From an optimization exercise on the open Yosys and OpenROAD flow, aimed at small area and a short achievable clock period; shortcuts taken in it are not production practice. Only simulation tests tie the RTL to the original design; equivalence was not proved. No activity file was given, so power comes from the tool's default toggle rates.

## flow/design.v (module list and top-level ports; edited modules follow where they fit)
// module neu_h00: 104 lines
// module neu_h01: 68 lines
// module neu_h02: 73 lines
// module neu_h03: 57 lines
// module neu_h04: 96 lines
// module neu_h05: 120 lines
// module neu_h06: 101 lines
// module neu_h07: 89 lines
// module neu_h08: 68 lines
// module neu_h09: 49 lines
// module neu_h10: 53 lines
// module neu_h11: 110 lines
// module neu_h12: 85 lines
// module neu_h13: 64 lines
// module neu_h14: 101 lines
// module neu_h15: 129 lines
// module neu_h16: 52 lines
// module neu_h17: 81 lines
// module neu_h18: 32 lines
// module neu_h19: 79 lines
// module neu_h20: 114 lines
// module neu_h21: 97 lines
// module neu_h22: 46 lines
// module neu_h23: 47 lines
// module neu_h24: 54 lines
// module neu_h25: 37 lines
// module neu_h26: 114 lines
// module neu_h27: 96 lines
// module neu_h28: 74 lines
// module neu_h29: 99 lines
// module neu_h30: 74 lines
// module neu_h31: 76 lines
// module neu_h32: 107 lines
// module neu_h33: 59 lines
// module neu_h34: 114 lines
// module neu_h35: 71 lines
// module neu_h36: 90 lines
// module neu_h37: 54 lines
// module neu_h38: 46 lines
// module neu_h39: 95 lines
// module neu_h41: 73 lines
// module neu_h42: 72 lines
// module neu_h43: 71 lines
// module neu_h44: 83 lines
// module neu_h45: 53 lines
// module neu_h46: 138 lines
// module neu_h47: 67 lines
// module neu_h48: 80 lines
// module neu_h49: 51 lines
// module neu_h50: 58 lines
// module neu_h51: 121 lines
// module neu_h52: 75 lines
// module neu_h53: 68 lines
// module neu_h54: 44 lines
// module neu_h55: 76 lines
// module neu_h56: 86 lines
// module neu_h57: 92 lines
// module neu_h58: 87 lines
// module neu_h59: 83 lines
// module pair_o00: 261 lines
// ... 21 more modules
module wrapper(
    input clk,
    input rstn,
    input [1:0] opcode_i,  
    input [18:0] data_in,
    output [3:0] result_o,
    output [1:0] status_o  
);
  // ...
==> flow/flow/run.sh <==
#!/bin/bash
# The standard layout (the standard.sh: ORFS synthesis through final), with
# two changes:
# - ADDER_MAP_FILE is left empty, so synthesis does not extract full/half adder
#   cells (extract_fa) and abc maps all arithmetic itself;
# - the ports are buffered with buf_4 cells instead of the default choice
#   (clkdlybuf4s50_1, a slow delay cell): every input and output port still
#   gets its own buffer.
# Registers, their names and cell types are the standard synthesis's.
set -o pipefail
export ADDER_MAP_FILE=
export BUFFER_PORTS_ARGS="-buffer_cell sky130_fd_sc_hd__buf_4"
bash standard.sh 2>&1 | tee flow_make.log
exit ${PIPESTATUS[0]}
==> flow/standard.sh <==
#!/bin/bash
# synth_recipe.tcl (not shown) runs the flow's synth.tcl, then flattens the netlist and writes it again
# the make line also repeats each setting of config.mk as NAME=value (left out here)
make -C /OpenROAD-flow-scripts/flow DESIGN_CONFIG=/design/flow/config.mk WORK_HOME=/design/flow/orfs CLKGATE_MAP_FILE= SYNTH_SCRIPT=/design/flow/synth_recipe.tcl "${@:-finish}"
==> flow/config.mk <==
export PLATFORM = sky130hd
export DESIGN_NAME = wrapper
export DESIGN_NICKNAME = wrapper
export VERILOG_FILES = /design/flow/design.v
export SDC_FILE = /design/flow/constraint.sdc
export NUM_CORES = 4
export LEC_CHECK = 0
export ABC_AREA = 1
export CAP_MARGIN = 50
export CELL_PAD_IN_SITES_DETAIL_PLACEMENT = 1
export CELL_PAD_IN_SITES_GLOBAL_PLACEMENT = 1
export CORE_MARGIN = 2
export CORE_UTILIZATION = 35
export SLEW_MARGIN = 50
==> flow/constraint.sdc <==
create_clock -name core_clock -period 20.0 [get_ports {clk}]
set_input_delay 4.0000 -clock core_clock [delete_from_list [all_inputs] [get_ports {clk}]]
set_output_delay 4.0000 -clock core_clock [all_outputs]
set_load 0.01 [all_outputs]
==> out/qor.yml, run 1 <==
final_layout:
  stdcell_area_um2: 187000
  ff_latch_area_um2: 88600
  seq_cells: 3195
  nets: 19400
  final_cell_mix: "nand2_1 (5,602), edfxtp_1 (2,458), inv_1 (1,812), nor2_1 (1,792), nand3_1 (1,036)"
  multi_input_cells: 13400
pwr:
  leakagePower_nw: 75.8
  seqPwrFrac: 0.219
  clkPwrFrac: 0.178
  power_clock_mw: 6.58
  netSwitchingFraction: 0.493
  ir_drop_mv: 0.260
  comb_cell_power_mw: 22.3
drt:
  drt_iter0_markers: 10100
  drt-total-wl_um: 621000
  via_per_inst: 5.30
sta:
  max_freq_mhz: 181
  fin_skew_ps: 138
  period_minus_slack_ps: 5540
  slew_viol_final: 0
  report.final.hold_viol_count: 0
  worstMarginPinSlew_ps: 836
setup_path:
  path_delay_family: "buffers and inverters"
  crit_path_start_kind: "input pin"
  cp_num_buf_inv: 6
  rr_startpoint: "network.h30_sp"
floorplan:
  core-area_um2: 472000
placement:
  place_area_um2: 176000
  place_ws_ps: 13490
global_routing:
  grt-ovfl-total: 0
yosys:
  synth_xor_xnor_area_share: 0.0635
  synth_nets: 19200
  ys_seq_area_frac: 0.534
  synth_most_common_cell: "nand2_1"
status:
  run_status: "finished clean"
==> run 2, diff against run 1 <==
--- a/flow/config.mk
+++ b/flow/config.mk
@@ -11,4 +11,4 @@
 export CELL_PAD_IN_SITES_GLOBAL_PLACEMENT = 1
 export CORE_MARGIN = 2
-export CORE_UTILIZATION = 35
+export CORE_UTILIZATION = 42
 export SLEW_MARGIN = 50
==> run 2 against run 1 <==
Effect of this change: cell count decreased by 3.8%; power decreased by 1.4%; die area decreased by 17%; clock skew decreased by 43 ps; critical path type unchanged; highest routed layer unchanged.
==> out/qor.yml, run 2 <==
clock_tree:
  post_cts_buffers: 0  # unchanged
  numCtsBuffers: 359  # was 356
  clk_pin_slew_ps: 60  # about the same
  insertion_delay_ps: 980  # was 1030 ps
  clk_path_buf_depth: 4  # unchanged
  cts.sinks: 3195  # unchanged
  clockRootBuffer: "clkbuf_16"  # unchanged
  holdBufCountCts: 0  # unchanged
  cts_resized: 0  # unchanged
  cts_tree: "yes"  # unchanged
  cts_max_level: 5  # unchanged
setup_path:
  crit_path_max_incr_delay_ps: 630  # was 540 ps
  crit_arrival_ps: 6810  # was 6380 ps
  end_kind: "flop"  # unchanged
  crit_top_cell: "buf_4"
  rrSetupSlack_ps: 14420  # was 14,610 ps
  crit_path_start_kind: "input pin"  # unchanged
  critical_path.cell_chain: "clkbuf_8 -> inv_8 -> buf_4 -> buf_4 -> buf_4 -> a21oi_1 -> nand2_1 -> a221oi_1"  # was clkbuf_8 -> inv_8 -> buf_4 -> buf_12 -> buf_16 -> a21oi_1 -> nand2_1 -> o21ai_0 -> inv_1 -> nor2_1
  crit_path_top_delay_cell: "buf_4"  # unchanged
  reg2reg_depth: 24  # was 23
  timing.rr.end: "network.o9_ab[2]"  # was network.o3_cd[5]
  critical_path_class: "input pin to flop"  # unchanged
  worstPathRequired_ps: 20800  # was 20,840 ps
  cp_max_fo: 56  # was 72
  rr_startpoint: "network.h06_sp"  # was network.h30_sp
pwr:
  power_per_cell_area_nw_per_um2: 196  # was 197 nW/µm²
  power_mw: 36.5  # was 37.0 mW
  ir_drop_mv: 0.220  # was 0.260 mV
  leakagePower_nw: 75.8  # about the same
yosys:
  avgSynthCellArea_um2: 8.67  # unchanged
  ys.flop_type: "edfxtp_1"  # unchanged
  synthTopCellsByCount: "nand2_1 (5,606), edfxtp_1 (2,458), nor2_1 (1,923)"  # unchanged
  synth_top_cell_area_share: 0.445  # unchanged
  netlist_instances: 19100  # unchanged
  synthArstFlopShare: 0  # unchanged
  synth_nets: 19200  # unchanged
  yosysTopAreaCell: "edfxtp_1"  # unchanged
  ys_seq_area_frac: 0.534  # unchanged
  synth_edf_count: 2458  # unchanged
  synthesis.area_um2: 166000  # unchanged
  synth_most_common_cell: "nand2_1"  # unchanged
  synthDistinctLibCells: 94  # unchanged
  ys_ff_latch: 3195  # unchanged
  yosys-top-cells-area: "edfxtp_1 (44%), nand2_1 (13%), dfxtp_1 (8.9%), nor2_1 (4.3%), xor2_1 (4.3%)"  # unchanged
  ys_warn_count: 5  # unchanged
min_path:
  min_from: "valid_prev"  # was network.h01_v[0]
  holdPathEnd: "settled"  # was network.h01_v[0]
  hold_depth: 2  # was 1
  hold_class: "flop to flop"  # unchanged
global_routing:
  antenna_found_initial: 15  # was 9
  grt_pass1_vias: 138000  # about the same
  grt_max_degree: 90  # was 130
  grt_usage: 0.306  # was 0.253
  grt_pass1_wl_um: 911000  # was 914,000 µm
  grt-ovfl-total: 0  # unchanged
final_layout:
  largest_reg_flops: 2432  # unchanged
  area_delta_synth_final_pct: 12.0  # was 12.9%
  nets: 19400  # about the same
  reg_top3: "mem.data: 2432 flops, aggregate.counter: 63 flops"  # unchanged
  final_cell_mix: "nand2_1 (5,599), edfxtp_1 (2,458), inv_1 (1,811), nor2_1 (1,791), nand3_1 (1,036)"  # was nand2_1 (5,602), edfxtp_1 (2,458), inv_1 (1,812), nor2_1 (1,792), nand3_1 (1,036)
  ff_latch_area_um2: 88600  # about the same
  nFillCells: 45500  # was 54,800
  stdcell_area_um2: 186000  # was 187,000 µm²
  drive_above_1_share: 0.0836  # was 0.0839
  final_common_cell: "nand2_1"  # unchanged
  regMostFlops: "mem.data"  # unchanged
  multiInputGateArea_um2: 68500  # was 68,400 µm²
job:
  cap_violations: 0  # unchanged
sta:
  worstMarginPinSlew_ps: 809  # was 836 ps
  finalSetupViolCount: 0  # unchanged
  slew_viol_final: 0  # unchanged
  rsz0062_at_grt: "false"  # unchanged
  max_freq_mhz: 166  # was 181 MHz
  post-route-period-util: 0.301  # was 0.277
  fin_setup_tns_ps: 0  # unchanged
  period_minus_slack_ps: 6020  # was 5540 ps
  slew_headroom: 0.457  # was 0.443
  report.final.hold_viol_count: 0  # unchanged
  fin_skew_ps: 94.4  # was 138 ps
drt:
  postRouteAntennaNets: 0  # unchanged
  wl_per_cell_um: 25.1  # was 24.0 µm
  route.vias.total: 138000  # was 137,000
  via_per_inst: 5.54  # was 5.30
  drt_iter0_markers: 9886  # was 10,100
  drt-total-wl_um: 623000  # was 621,000 µm
  dr.pass1.iters: 7  # was 6
  drc: 0  # unchanged
floorplan:
  ios: 29  # unchanged
  start_util: 0.422  # was 0.352
  core-area_um2: 393000  # was 472,000 µm²
  die_w_um: 633  # was 693 µm
  rows: 230  # was 252
  die_y_um: 633  # was 693 µm
  die_area_um2: 400000  # was 480,000 µm²
placement:
  routabilityCongestion: 0.911  # was 0.903
  io_buffers: 28  # unchanged
  dpl.hpwl_um: 432000  # was 428,000 µm
  place_area_um2: 174000  # was 176,000 µm²
status:
  run_status: "finished clean"  # unchanged
-- run 2: cell count changes in the layout (fill, tap and decap cells not counted), moves of 5 or more --
| cell | change |
|---|---|
| clkinv_1 | -6 |
| clkbuf_1 | +23 |
| diode_2 | +10 |
| buf_4 | -5 |
| bufinv_16 | -7 |
| a21oi_2 | +6 |
| a21oi_1 | -6 |
| nor3_2 | -5 |
-- run 2: metal layers --
metal / share of wire / wire [µm] / vias to the layer above / track usage
met5: 0 / 0 / - / 0
met1: 0.43 / 265000 / 68700 / 0.393
met4: 0.045 / 28300 / 0 / 0.121
met3: 0.046 / 28500 / 926 / 0.0260
li1: - / - / 64700 / -
met2: 0.48 / 301000 / 3378 / 0.534
-- run 2: worst max-delay path: cells and delay by family --
family                 cells  cell delay [ps]
and+or+nand+nor            1              240
AOI/OAI and AO/OA          2              170
buffers and inverters      5             2180
-- run 2: metrics by stage --
| stage | worst slack, ps | std cells | hold WS, ps | utilization |
|---|---|---|---|---|
| 2_1_floorplan | 14560 | 19100 | 411 | - |
| 3_3_place_gp | 13030 | 24200 | 422 | 0.442 |
| 3_5_place_dp | 13000 | 24200 | 431 | 0.444 |
| 4_1_cts | 14010 | 24800 | 440 | 0.473 |
| 5_1_grt | 13870 | 24900 | 456 | 0.473 |
| 6_report | 13980 | 24900 | 441 | 0.473 |
-- run 2: cells by family after synthesis --
logic type	Yosys count	share of synthesized area
AND/OR/NAND/NOR	9518	0.238
buffers and inverters	2511	0.0589
adder cells (fa/ha/maj)	59	0.00365
AO/OA/AOI/OAI	2675	0.102
XOR/XNOR	1185	0.0635
multiplexers	3	0.000196
flip-flops	3195	0.534
-- run 2: how the worst max path moves through the flow --
| stage | start | endpoint | slack, ps | cells after the start |
|---|---|---|---|---|
| after floorplan | rstn | network.o1_ab[0] | 14560 | 5 |
| after global placement | rstn | network.h39_v[6] | 13030 | 8 |
| after detailed placement | rstn | network.h39_v[6] | 13000 | 8 |
| after CTS | rstn | network.h39_v[6] | 14010 | 8 |
| after global routing | rstn | network.h39_v[6] | 13870 | 8 |
| final | rstn | network.h39_v[6] | 13980 | 8 |
-- run 2: final cells by class --
cell class | count | area share
Tap cell | 5220 | 0.0351
Antenna cell | 15 | 0.000202
Timing Repair Buffer | 437 | 0.0200
Multi-Input combinational cell | 13400 | 0.368
Sequential cell | 3195 | 0.477
Inverter | 1907 | 0.0386
Clock inverter | 172 | 0.00903
Clock buffer | 476 | 0.0520
-- run 2: power by group --
group	leakage [nW]	total, mW	switching [mW]	internal (mW)
logic	42.1	21.8	14.6	7.27
clock network	5.53	6.48	2.82	3.66
registers	28.2	8.16	0.428	7.73

==> static timing again, ports no longer ideal <==
How much do the figures lean on ideal ports? The routed layouts below were timed once more, with nothing changed but the port constraints. Step 1: set_driving_cell puts a clkbuf_16 on clk and a buf_2 on each other input, an assumption about the parent block. Step 2 moves the port delays by t, midway between the first and last clock arrival at a register: inputs arrive t later, outputs are due t later. That takes back most of the time a late clock gives input paths. a / b / c = no drivers / after step 1 / after step 2; a / b = the first two.
| run | t (ns) | setup slack, ns | hold slack, ns | worst setup path at the end | worst slew at a driven data input, ns |
|---|---|---|---|---|---|
| run 1 | 1.086 | 14.460 / 14.353 / 13.466 | 0.441 / 0.441 / 0.441 | input to register | 0.05 |
| run 2 | 1.051 | 13.983 / 14.066 / 13.015 | 0.441 / 0.441 / 0.441 | input to register | 0.04 |
After both steps every run listed still meets setup and hold. For run 1, which loses most, drivers alone change the setup slack by -0.107 ns; drivers and shift together by -0.994 ns.
